Background: an optimization exercise with open tools, aiming at small area. Do not read the settings as production practice. Only the layout flow was run in this run; the RTL was not checked for function there. Power is estimated from default activity; no workload was simulated.

==> flow/constraint.sdc <==
create_clock -name core_clock -period 10.0 [get_ports {i_clk}]
set_input_delay 2.0000 -clock core_clock [delete_from_list [all_inputs] [get_ports {i_clk}]]
set_output_delay 2.0000 -clock core_clock [all_outputs]
set_load 0.01 [all_outputs]
==> flow/config.mk <==
export PLATFORM = sky130hd
export DESIGN_NAME = gpsclock
export DESIGN_NICKNAME = gpsclock
export VERILOG_FILES = /design/flow/design.v
export SDC_FILE = /design/flow/constraint.sdc
export NUM_CORES = 4
export LEC_CHECK = 0
export CAP_MARGIN = 20
export CORE_MARGIN = 2
export CORE_UTILIZATION = 40
export SLEW_MARGIN = 20
==> flow/run.sh <==
#!/bin/bash
# synth_recipe.tcl (not shown) runs the flow's synth.tcl, then flattens the netlist and writes it again
# the make line also repeats each setting of config.mk as NAME=value (left out here)
make -C /OpenROAD-flow-scripts/flow DESIGN_CONFIG=/design/flow/config.mk WORK_HOME=/design/flow/orfs CLKGATE_MAP_FILE= SYNTH_SCRIPT=/design/flow/synth_recipe.tcl finish
==> flow/design.v <==
`default_nettype	none
module	bigadd(i_clk, i_sync, i_a, i_b, o_r, o_sync);
	parameter	NCLOCKS = 1;
	input	wire		i_clk, i_sync;
	input	wire	[63:0]	i_a, i_b;
	output	wire	[63:0]	o_r;
	output	wire	o_sync;
	generate
	if (NCLOCKS == 0)
	begin
		assign	o_sync= i_sync;
		assign	o_r = i_a + i_b;
	end else if (NCLOCKS == 1)
	begin
		reg		r_sync;
		reg	[63:0]	r_out;
		always @(posedge i_clk)
			r_sync <= i_sync;
		always @(posedge i_clk)
			r_out <= i_a+i_b;
		assign	o_sync = r_sync;
		assign	o_r = r_out;
	end else  
	begin
		reg		r_sync, r_pps;
		reg	[31:0]	r_hi, r_low;
		reg		f_sync;
		reg	[63:0]	f_r;
		always @(posedge i_clk)
			r_sync <= i_sync;
		always @(posedge i_clk)
			{ r_pps, r_low } <= i_a[31:0] + i_b[31:0];
		always @(posedge i_clk)
			r_hi <= i_a[63:32] + i_b[63:32];
		always @(posedge i_clk)
			f_sync <= r_sync;
		always @(posedge i_clk)
			f_r[31:0] <= r_low;
		always @(posedge i_clk)
			f_r[63:32] <= r_hi + { 31'h00, r_pps };
		assign	o_sync = f_sync;
		assign	o_r    = f_r;
	end endgenerate
endmodule
`default_nettype	none
module	bigsub(i_clk, i_sync, i_a, i_b, o_r, o_sync);
	parameter	NCLOCKS = 1;
	input	wire	i_clk, i_sync;
	input	wire	[63:0]	i_a, i_b;
	output	wire	[63:0]	o_r;
	output	wire	o_sync;
	generate
	if (NCLOCKS == 0)
	begin
		assign	o_sync= i_sync;
		assign	o_r = i_a - i_b;
	end else if (NCLOCKS == 1)
	begin
		reg		r_sync;
		reg	[63:0]	r_out;
		always @(posedge i_clk)
			r_sync <= i_sync;
		always @(posedge i_clk)
			r_out <= i_a - i_b;
		assign	o_sync = r_sync;
		assign	o_r = r_out;
	end else  
	begin
		reg		r_sync, r_pps;
		reg	[31:0]	r_hi, r_low;
		reg	[63:0]	f_r;
		reg		f_sync;
		wire	[63:0]	i_b_n;
		assign		i_b_n = ~i_b;
		always @(posedge i_clk)
			r_sync <= i_sync;
		always @(posedge i_clk)
			{ r_pps, r_low } <= i_a[31:0] + i_b_n[31:0] + 1'b1;
		always @(posedge i_clk)
			r_hi <= i_a[63:32] + i_b_n[63:32];
		always @(posedge i_clk)
			f_sync <= r_sync;
		always @(posedge i_clk)
			f_r[31:0] <= r_low;
		always @(posedge i_clk)
			f_r[63:32] <= r_hi + { 31'h00, r_pps };
		assign	o_sync = f_sync;
		assign	o_r    = f_r;
	end endgenerate
endmodule
`default_nettype	none
module	bigsmpy(i_clk, i_sync, i_sgn, i_a, i_b, o_r, o_sync);
	parameter	NCLOCKS = 1;
	input	wire		i_clk, i_sync, i_sgn;
	input	wire	[31:0]	i_a, i_b;
	output	reg	[63:0]	o_r;
	output	reg		o_sync;
	generate
	if (NCLOCKS == 1)
	begin
		wire	signed	[31:0]	w_sa, w_sb;
		wire		[31:0]	w_ua, w_ub;
		assign	w_sa = i_a;
		assign	w_sb = i_b;
		assign	w_ua = i_a;
		assign	w_ub = i_b;
		always @(posedge i_clk)
		begin
			o_sync <= i_sync;
			if (i_sgn)
				o_r <= w_sa * w_sb;
			else
				o_r <= w_ua * w_ub;
		end
	end else if (NCLOCKS == 2)
	begin
		reg	r_sync;
		reg	signed	[31:0]	r_sa, r_sb;
		wire		[31:0]	w_ua, w_ub;
		always @(posedge i_clk)
		begin
			r_sync <=i_sync;
			r_sa <= i_a;
			r_sb <= i_b;
		end
		assign	w_ua = r_sa;
		assign	w_ub = r_sb;
		always @(posedge i_clk)
		begin
			o_sync <= r_sync;
			if (i_sgn)
				o_r <= r_sa * r_sb;
			else
				o_r <= w_ua * w_ub;
		end
	end else if (NCLOCKS == 5)
	begin
		reg	[3:0]	r_s;
		reg		r_mpy_signed;
		reg	[31:0]	r_mpy_a_input, r_mpy_b_input;
		always @(posedge i_clk)
		begin
			if (i_sgn)
			begin
				r_mpy_a_input <= {(~i_a[31]), i_a[30:0] };
				r_mpy_b_input <= {(~i_b[31]), i_b[30:0] };
			end else begin
				r_mpy_a_input <= i_a[31:0];
				r_mpy_b_input <= i_b[31:0];
			end
			r_mpy_signed <= i_sgn;
			r_s[0] <= i_sync;
		end
		reg	[31:0]	pp_f, pp_o, pp_i, pp_l;
		reg	[32:0]	pp_s;
		always @(posedge i_clk)
		begin
			pp_f <= r_mpy_a_input[31:16] * r_mpy_b_input[31:16];
			pp_o <= r_mpy_a_input[31:16] * r_mpy_b_input[15: 0];
			pp_i <= r_mpy_a_input[15: 0] * r_mpy_b_input[31:16];
			pp_l <= r_mpy_a_input[15: 0] * r_mpy_b_input[15: 0];
			if (r_mpy_signed)
				pp_s <= 32'h8000_0000 - (r_mpy_a_input[31:0]
					+ r_mpy_b_input[31:0]);
			else
				pp_s <= 33'h0;
			r_s[1] <= r_s[0];
		end
		reg	[32:0]	partial_mpy_oi, partial_mpy_lo;
		reg	[31:0]	partial_mpy_hi;
		always @(posedge i_clk)
		begin
			partial_mpy_lo[30: 0] <= pp_l[30:0];
			partial_mpy_lo[32:31] <= pp_s[0] + pp_l[31];
			partial_mpy_oi[32: 0] <= pp_o + pp_i;
			partial_mpy_hi[31: 0] <= pp_s[32:1] + pp_f;
			r_s[2] <= r_s[1];
		end
		reg		partial_mpy_2cl, partial_mpy_2ch;
		reg	[31:0]	partial_mpy_2lo, partial_mpy_2hi;
		always @(posedge i_clk)
		begin
			partial_mpy_2lo[15:0] <= partial_mpy_lo[15:0];
			{ partial_mpy_2cl, partial_mpy_2lo[31:16] }
				<= { 1'b0, partial_mpy_oi[15:0]}
						+ partial_mpy_lo[32:16];
			{ partial_mpy_2ch, partial_mpy_2hi[16:0] }
				<= partial_mpy_oi[32:16] + partial_mpy_hi[16:0];
			partial_mpy_2hi[31:16] <= { partial_mpy_2hi[31:17],
							1'b0 };
			r_s[3] <= r_s[2];
		end
		always @(posedge i_clk)
		begin
			o_r[31: 0] <= partial_mpy_2lo[31:0];
			o_r[63:32] <= partial_mpy_2hi
				+ { 14'h0, partial_mpy_2ch, 1'b0,
						15'h0, partial_mpy_2cl };
			o_sync <= r_s[3];
		end
	end endgenerate
endmodule
`default_nettype    none
module    gpsclock(i_clk, i_rst, i_pps, o_pps, o_led,
            o_tracking, o_count, o_step, o_err, o_locked, o_dbg);
    parameter [31:0] DEFAULT_STEP = 32'h0fa0_3c21; 
    parameter   RW=64;  
    parameter   DW=32;  
    parameter   ONE_SECOND = 0;
    parameter   NPW=RW-DW;  
    parameter   HRW=RW/2;  
    input wire    i_clk, i_rst;
    input wire    i_pps;     
    output reg    o_pps;     
    output reg    o_led;     
    output reg              o_tracking;  
    output reg [(RW-1):0]   o_count,  
                            o_step,  
                            o_err;  
    output    reg           o_locked;  
    output    wire    [1:0] o_dbg;
    reg    pps_d, ck_pps, lst_pps;
    wire    tick;         
    wire                new_config;
    wire   [5:0]        r_alpha;
    wire   [(DW-1):0]   r_beta, r_gamma, r_def_step;
    wire   [(RW-1):0]   pre_step;
    reg  err_tick, shift_tick, mpy_aux, mpy_sync_two,
         delay_step_clk, step_carry_tick;
    wire sub_tick, fltr_tick;
    wire           config_filter_errors;
    reg    [(RW-1):0]    pre_count_correction, r_count_correction,
                r_filtered_err;
    wire    [(RW-1):0]    count_correction;
    reg    [(HRW-1):0]    step_correction;
    reg    [(HRW-1):0]    delayed_step_correction, delayed_step;
    reg    signed [(HRW-1):0]    mpy_input;
    wire        [(RW-1):0]    w_mpy_out;
    wire    signed [(RW-1):0]    filter_sub_count, filtered_err;
    reg    [7:0]    lost_ticks;
    reg        dly_config;
    wire        w_tick_enable;
    reg    [31:0]    tick_enable_counter;
    reg        tick_enable_carry;
    reg    cnt_carry;
    reg    [31:0]    p_count;
    reg    [(HRW):0]    step_correction_plus_carry;
    wire    w_step_correct_unused;
    wire    [(RW-1):0]    new_step;
    reg    delayed_carry;
    reg    signed [(RW-1):0] shift_hi, shift_lo;
    reg    [(RW-1):0]    r_mpy_err;
    reg    no_pulse;
    reg    [32:0]    time_since_pps;
    reg    [2:0]    count_valid_ticks;
    assign     r_def_step = DEFAULT_STEP;
    assign     pre_step = { 16'h00,
            (({ r_def_step[27:0], 20'h00 })>>r_def_step[31:28])};
    assign     config_filter_errors = 1'b1;
    assign     r_alpha = 6'h2;
    assign     r_beta  = 32'h14bda12f;
    assign     r_gamma = 32'h1f533ae8;
    assign     new_config = 1'b0;
    always @(posedge i_clk)
    if (i_rst)
        dly_config <= 1'b0;
    else
        dly_config <= new_config;
    always @(posedge i_clk)
    if (i_rst)
    begin
        pps_d  <= 1'b0;
        ck_pps <= 1'b0;
        lst_pps <= 1'b0;
    end else
    begin  
        pps_d <= i_pps;
        ck_pps <= pps_d;
        lst_pps <= ck_pps;
    end
    always @(posedge i_clk)
    if (i_rst) begin 
        tick_enable_carry   <= 0;
        tick_enable_counter <= 0;
    end 
    else 
    begin
        if ((ck_pps)&&(~lst_pps))
            { tick_enable_carry, tick_enable_counter } <= 0;
        else if (tick_enable_carry)
            tick_enable_counter <= 32'hffff_ffff;
        else
            {tick_enable_carry, tick_enable_counter}
                <= o_step[(RW-3):(RW-34)]
                    + tick_enable_counter + 1'b1;
    end
    assign    w_tick_enable = tick_enable_carry;
    assign    tick= (ck_pps)&&(~lst_pps)&&(w_tick_enable);
    always @(posedge i_clk)
        if (i_rst)
            lost_ticks <= 0;
        else if ((ck_pps)&&(~lst_pps)&&(!w_tick_enable))
            lost_ticks <= lost_ticks+1'b1;
    assign    o_dbg[0] = tick;
    assign    o_dbg[1] = w_tick_enable;
    always @(posedge i_clk)
    if (i_rst) begin 
        o_count    <= 0;
        p_count    <= 0;
        cnt_carry  <= 0;
        o_pps      <= 0;
    end
    else begin
        { cnt_carry, p_count }      <= p_count[31:0] + r_count_correction[31:0];
        { o_pps, o_count[63:32] }   <= o_count[63:32]
                + r_count_correction[63:32]
                + { 31'h00, cnt_carry };
        if (r_count_correction[(RW-1)])
            o_pps <= 1'b0;
        o_count[31:0] <= p_count;
    end
    always @(posedge i_clk)
    if (i_rst) 
        step_correction_plus_carry <= 0;
    else
        if (step_carry_tick)
            step_correction_plus_carry
                <= { step_correction[(HRW-1)],step_correction }
                    + { 32'h00, delayed_carry };
    bigadd    getnewstep(i_clk, 1'b0, o_step,
            { { (HRW-1){step_correction_plus_carry[HRW]} }, 
                step_correction_plus_carry},
            new_step, w_step_correct_unused);
    always @(posedge i_clk)
        if ((i_rst)||(dly_config))
            o_step <= pre_step;
        else if ((o_tracking) && (tick))
             o_step <= new_step;
    always @(posedge i_clk)
    if (i_rst)
        { delayed_carry, delayed_step } <= 0;
    else 
        if ((i_rst)||(dly_config))
            { delayed_carry, delayed_step } <= 0;
        else if (delay_step_clk)
            { delayed_carry, delayed_step } <= delayed_step
                    + delayed_step_correction;
    always @(posedge i_clk)
        if (i_rst)
            o_err <= 0;
        else if (tick)
            o_err <= ONE_SECOND - o_count;
    always @(posedge i_clk)
        if (i_rst)
            err_tick <= 1'b0;
        else
            err_tick <= tick;
    bigsub    suberri(i_clk, err_tick, o_err,
            filtered_err, filter_sub_count, sub_tick);
    always @(posedge i_clk)
    if (i_rst)
    begin
        shift_tick <= 1'b0;
        shift_hi   <= 0;
        shift_lo   <= 0;
    end else
    begin
        shift_tick<= sub_tick;
        if (sub_tick)
        begin
            shift_hi <= { {(HRW){filter_sub_count[(RW-1)]}},
                filter_sub_count[(RW-1):HRW] }>>r_alpha;
            shift_lo <= filter_sub_count[(RW-1):0]>>r_alpha;
        end else begin
            shift_hi <= 0;
            shift_lo <= 0;
        end
    end
    bigadd adderr(i_clk, shift_tick, r_filtered_err,
            { shift_hi[(HRW-1):0], shift_lo[(HRW-1):0] },
            filtered_err, fltr_tick);
    always @(posedge i_clk)
        if (i_rst)
            r_filtered_err <= 0;
        else if (fltr_tick)
            r_filtered_err <= filtered_err;
        else if ((dly_config)||(!o_tracking))
            r_filtered_err <= 0;
    always @(posedge i_clk)
        if (i_rst)
            r_mpy_err <= 0;
        else if (err_tick)
        r_mpy_err <= (config_filter_errors) ? r_filtered_err : o_err;
    always @(posedge i_clk)
        if (i_rst)
            mpy_input <= 0;
        else if (err_tick)
            mpy_input <= r_beta;
        else
            mpy_input <= r_gamma;
    always @(posedge i_clk)
        if (i_rst)
            mpy_aux <= 1'b0;
        else
            mpy_aux <= err_tick;
    wire       mpy_sync;
    wire signed [(RW-1):0]    w_mpy_input, w_mpy_err;
    assign w_mpy_input = { {(RW-DW){mpy_input[(DW-1)]}},
                        mpy_input[(DW-1):0]};
    assign w_mpy_err   = { {(RW-NPW){r_mpy_err[(RW-1)]}},
                        r_mpy_err[(RW-1):(RW-NPW)]};
    bigsmpy #(.NCLOCKS(1))
        mpyi(i_clk, mpy_aux, 1'b1, w_mpy_input[31:0], w_mpy_err[31:0],
            w_mpy_out, mpy_sync);
    always @(posedge i_clk)
        if (i_rst)
            mpy_sync_two <= 1'b0;
        else
            mpy_sync_two <= mpy_sync;
    always @(posedge i_clk)
    if (i_rst) begin
        step_correction         <= 0;
        delayed_step_correction <= 0;
        pre_count_correction    <= 0;
    end
    else begin 
        if (mpy_sync_two) begin  
            step_correction <= w_mpy_out[(RW-1):HRW];
            delayed_step_correction <= w_mpy_out[(HRW-1):0];
        end
        if (mpy_sync)     
            pre_count_correction <= w_mpy_out;
    end 
    wire    count_correction_strobe;
    bigadd    ccounts(i_clk, mpy_sync_two, o_step, pre_count_correction, 
            count_correction, count_correction_strobe);
    always @(posedge i_clk)
    if (i_rst) begin 
        r_count_correction <= 0 ;
    end 
    else begin 
        if (count_correction_strobe)
            r_count_correction <= count_correction;
        else
            r_count_correction <= o_step;
    end 
    always @(posedge i_clk)
    if (i_rst) begin
        delay_step_clk <= 0;
        step_carry_tick <= 1'b0;
    end 
    else begin 
        delay_step_clk <= mpy_sync_two;
        step_carry_tick <= delay_step_clk;
    end 
    always @(posedge i_clk)
    if (i_rst) begin 
        no_pulse <= 1'b1;
        time_since_pps <= 33'hffffffff;
    end 
    else begin 
        if (tick)
        begin
            time_since_pps <= 0;
            no_pulse <= 0;
        end else if (time_since_pps[32:29] == 4'hf)
        begin
            time_since_pps <= 33'hffffffff;
            no_pulse <= 1'b1;
        end else
            time_since_pps <= time_since_pps + pre_step[(RW-1):HRW];
    end 
    always @(posedge i_clk)
        if (i_rst)
            o_led <= 1'b0;
        else if (no_pulse)
            o_led <= o_count[(RW-1)];
        else
            o_led <= ((time_since_pps[31:28] == 4'h0)
                ||(o_count[(RW-1):(RW-4)]== 4'h0));
    always @(posedge i_clk)
        if (i_rst)
            count_valid_ticks <= 3'h0;
        else if ((tick)&&(count_valid_ticks < 3'h7))
            count_valid_ticks <= count_valid_ticks+1;
        else if (no_pulse)
            count_valid_ticks <= 3'h0;
    always @(posedge i_clk)
    if (i_rst) begin 
        o_tracking <= 1'b0;
    end
    else begin 
        if (dly_config)  
            o_tracking <= 1'b0;
        else if ((tick)&&(&count_valid_ticks))
            o_tracking <= 1'b1;
        else if ((tick)||(count_valid_ticks == 0))
            o_tracking <= 1'b0;
    end 
    always @(posedge i_clk)
        if (i_rst)
            o_locked <= 1'b0;
        else if ((o_tracking)&&(tick)&&(
            ((   o_err[(RW-1)])&&(o_err[(RW-1):(RW-8)]==8'hff))
            ||((~o_err[(RW-1)])&&(o_err[(RW-1):(RW-8)]==8'h00))))
            o_locked <= 1'b1;
        else if (tick)
            o_locked <= 1'b0;
endmodule
==> summary.txt <==
[per-stage QoR]
stage | power [mW] | utilization, %
after floorplan | 4.88 | -
after global placement | 5.04 | 42.7
after detailed placement | 5.06 | 42.7
after CTS | 9.55 | 44.8
after global routing | 9.79 | 44.8
final | 9.45 | 44.8
[how the worst max path moves through the flow]
stage | startpoint | end | slack [ns] | depth (start not counted)
3_3_place_gp | mpy_input[23]$_SDFF_PP0_ | mpyi.o_r[63]$_DFF_P_ | 1.30 | 29
4_1_cts | mpy_input[23]$_SDFF_PP0_ | mpyi.o_r[63]$_DFF_P_ | 1.15 | 29
2_1_floorplan | mpy_input[27]$_SDFF_PP0_ | mpyi.o_r[63]$_DFF_P_ | 1.70 | 31
5_1_grt | mpy_input[23]$_SDFF_PP0_ | mpyi.o_r[56]$_DFF_P_ | 0.50 | 29
6_report | mpy_input[23]$_SDFF_PP0_ | mpyi.o_r[56]$_DFF_P_ | 1.06 | 29
3_5_place_dp | mpy_input[23]$_SDFF_PP0_ | mpyi.o_r[63]$_DFF_P_ | 1.19 | 29
[where the power goes]
part | switching (mW) | total [mW] | internal (mW)
clock network | 1.85 | 4.48 | 2.63
registers | 0.103 | 4.36 | 4.25
logic | 0.344 | 0.609 | 0.264
total | 2.30 | 9.45 | 7.15
[cells in the final DEF (no fill, tap or decap), types with 21 or more instances in the layout]
master and n:
a211oi_1 81, a21o_1 292, a21oi_1 635, a31oi_1 50
and2_1 119, and3_1 66, buf_4 45, clkbuf_16 114
clkbuf_8 22, clkdlybuf4s50_1 199, clkinv_2 21, dfxtp_1 1039
fa_1 637, ha_1 770, inv_1 1037, mux2i_1 250
nand2_1 625, nand2b_1 68, nand3_1 136, nand4_1 98
nor2_1 745, nor2b_1 109, nor3_1 84, nor4_1 28
o211ai_1 27, o21a_1 75, o21ai_0 275, o21bai_1 77
or3_1 45, xnor2_1 344, xor2_1 207
[worst max-delay path: cells and delay by family, from the launching register on]
kind                       cells  cell delay (ns)
adders and majority gates      9             3.88
AOI/OAI and AO/OA              9             2.88
buffers and inverters          8             0.83
DFF                            1             0.52
and+or+nand+nor                2             0.49
xor gates and xnor gates       1             0.17
[logic make-up after synthesis]
| group | share of synthesized area (%) |
|---|---|
| AOI/OAI and AO/OA | 14.1 |
| xor gates and xnor gates | 6.27 |
| adders and majority gates | 29.1 |
| buffers and inverters | 6.58 |
| DFF | 27.3 |
| muxes | 3.25 |
| other | 0.00976 |
| and+or+nand+nor | 13.4 |
[registers in the layout, summed over array words and instances (netlist names), 3 cells and up]
| register | cells |
|---|---|
| tick_enable_counter | 32 |
| suberri.genblk1.genblk1.r_out | 62 |
| ccounts.genblk1.genblk1.r_out | 64 |
| p_count | 32 |
| shift_lo | 32 |
| pre_count_correction | 64 |
| delayed_step_correction | 32 |
| o_step | 64 |
| mpyi.o_r | 64 |
| o_count | 64 |
| adderr.i_b | 30 |
| mpy_input | 3 |
| o_err | 64 |
| step_correction | 32 |
| adderr.genblk1.genblk1.r_out | 64 |
| getnewstep.genblk1.genblk1.r_out | 64 |
| r_count_correction | 64 |
| step_correction_plus_carry | 33 |
| time_since_pps | 33 |
| delayed_step | 32 |
| r_filtered_err | 64 |
| count_valid_ticks | 3 |
| r_mpy_err | 32 |
[cell type report]
cell class	instances	area (µm²)
Inverter	1041	3910
Timing Repair Buffer	247	2380
Sequential cell	1048	21000
Multi-Input combinational cell	6140	50900
Fill cell	18500	105000
Clock buffer	151	3210
Antenna cell	4	10.0
Clock inverter	59	795
Tap cell	2511	3140
[routing by layer]
layer / global-route usage [%] / share of wire, % / up-vias
met5: 0 / 0.0055 / -
met4: 7.85 / 3.4 / 2
met3: 3.10 / 5.1 / 330
met2: 39.6 / 47 / 1602
met1: 32.0 / 45 / 29100
li1: - / - / 28700
==> summary.txt <==
final instance area 85,400 µm²; PortBufs 200; root buffer cell clkbuf_16; top cell type's share of synthesized area 27.3%; TritonCTS clock tree done; cell mode on critical path inv_1; DIE WIDTH 443 µm; synthesized instance count 8,532; Min Hold Slack 0.331 ns; Iter 0 DRT Violations 3,753; top cells by area, synth dfxtp_1 (27%), fa_1 (17%), ha_1 (13%); Avg Inst Size Synth 9.02 µm²; crit-path max cell delay 0.57 ns; skew final 0.0344 ns; Final nets 10,000; Die Span Y 443 µm; cts bufs inserted 113; H-Tree Level Count 3; MaxCap Viol Count 0; synth-to-layout area growth 11.0%; ys flop type dfxtp_1; residual DRC count 0; DP Area 81,300 µm²; Via Count 59,700; LEAKAGE 41.0 nW; RePlAce Congestion 1.00; Pins Over Slew Limit 0; share of cells above drive strength 1 3.71%; register area share after synthesis 27.3%; Final min period 8.94 ns; Yosys cell types 89; RSZ-0062 raised after global routing no; Final Setup Violations 0; DRT Pass-1 Iters 7; RR Endpoint mpyi.o_r[56]$_DFF_P_; WL/cell 21.2 µm; post-CTS sizing 0; grt ovf 0; placed insts 11,000; largest net degree at the start of global routing 133; largest fanout on the critical path 12; DR vias/cell 5.33; Post-synth EDFFs 0; HP Class flop to flop; Crit path arrival time 9.57 ns; die area 196,000 µm²; reg-to-reg startpoint mpy_input[23]$_SDFF_PP0_; Routed WL 237 mm; cell area after synthesis 76,900 µm²; GRT Total Usage 23.8%; fin cells 11,200; relative slew slack 28.2%; fin crit share 89.4%; first-pass GRT wire length 360 mm; R2R depth 29; clock sink count 1,048; Worst Hold Depth 0; pwr/cell area 111 nW/µm²; critical path required time 10.63 ns; antenna-violating nets left 0; Synth top cells by count dfxtp_1 (1,048), inv_1 (1,037), ha_1 (770), nor2_1 (747), fa_1 (637); clock latency (worst-skew pair) 0.76 ns; CTS hold repair buffers 0; hold path endpoint adderr.genblk1.genblk1.r_sync$_DFF_P_; number of synthesized register bits 1,048; final hold vios 0; Fin Setup TNS 0 ns; status no timing/DRC/antenna violations; core area 191,000 µm²; Setup Slack @ Placement 1.19 ns; HP Start shift_tick$_SDFF_PP0_; Placement Rows 160; Max Root-Sink Buffers 3; post-synth top area cell dfxtp_1; initial antenna violation count 12; clk slew on worst S/H paths 0.07 ns; crit end category flop; yosys warns 4; Max IR drop VDD 0.127 mV; HPWL Detailed 195 mm; asr flop ratio synth 0%; Worst Tran Pin Value 1.08 ns; startpoint type of the worst setup path flop; Mapped Nets 9,942; Initial Util 40.4%; setup bufs post-CTS 0; critical path type flop to flop; reg-to-reg setup timing slack 1.06 ns; CP max stage cell fa_1; most numerous cell in the Yosys netlist dfxtp_1; Peak Freq 0.112 GHz; vias in the first global route 59,200; worst setup margin 1.06 ns; I/O pin total 201

[port drivers added, routing unchanged]
How much do the figures lean on ideal ports? The routed layout below was timed once more, with nothing changed but the port constraints.
Step 1 sets driving cells, clkbuf_16 on the clock port and buf_2 on the other inputs (assumed; they add their load-dependent delay and slew).
Step 2, shift: input delay + t, output delay - t, t = (earliest + latest rising clock arrival at the registers) / 2. This alone moves slack from input paths to output paths.
Slacks: ideal / step 1 / step 2; pairs: ideal / step 1.
t (ns): 0.839
slack for setup (ns): 1.060 / 1.060 / 1.060
cell pins on the clock port's net: 1
After both steps this run still meets setup and hold. For this run, drivers alone change the setup slack by 0.000 ns; drivers and shift together by 0.000 ns.
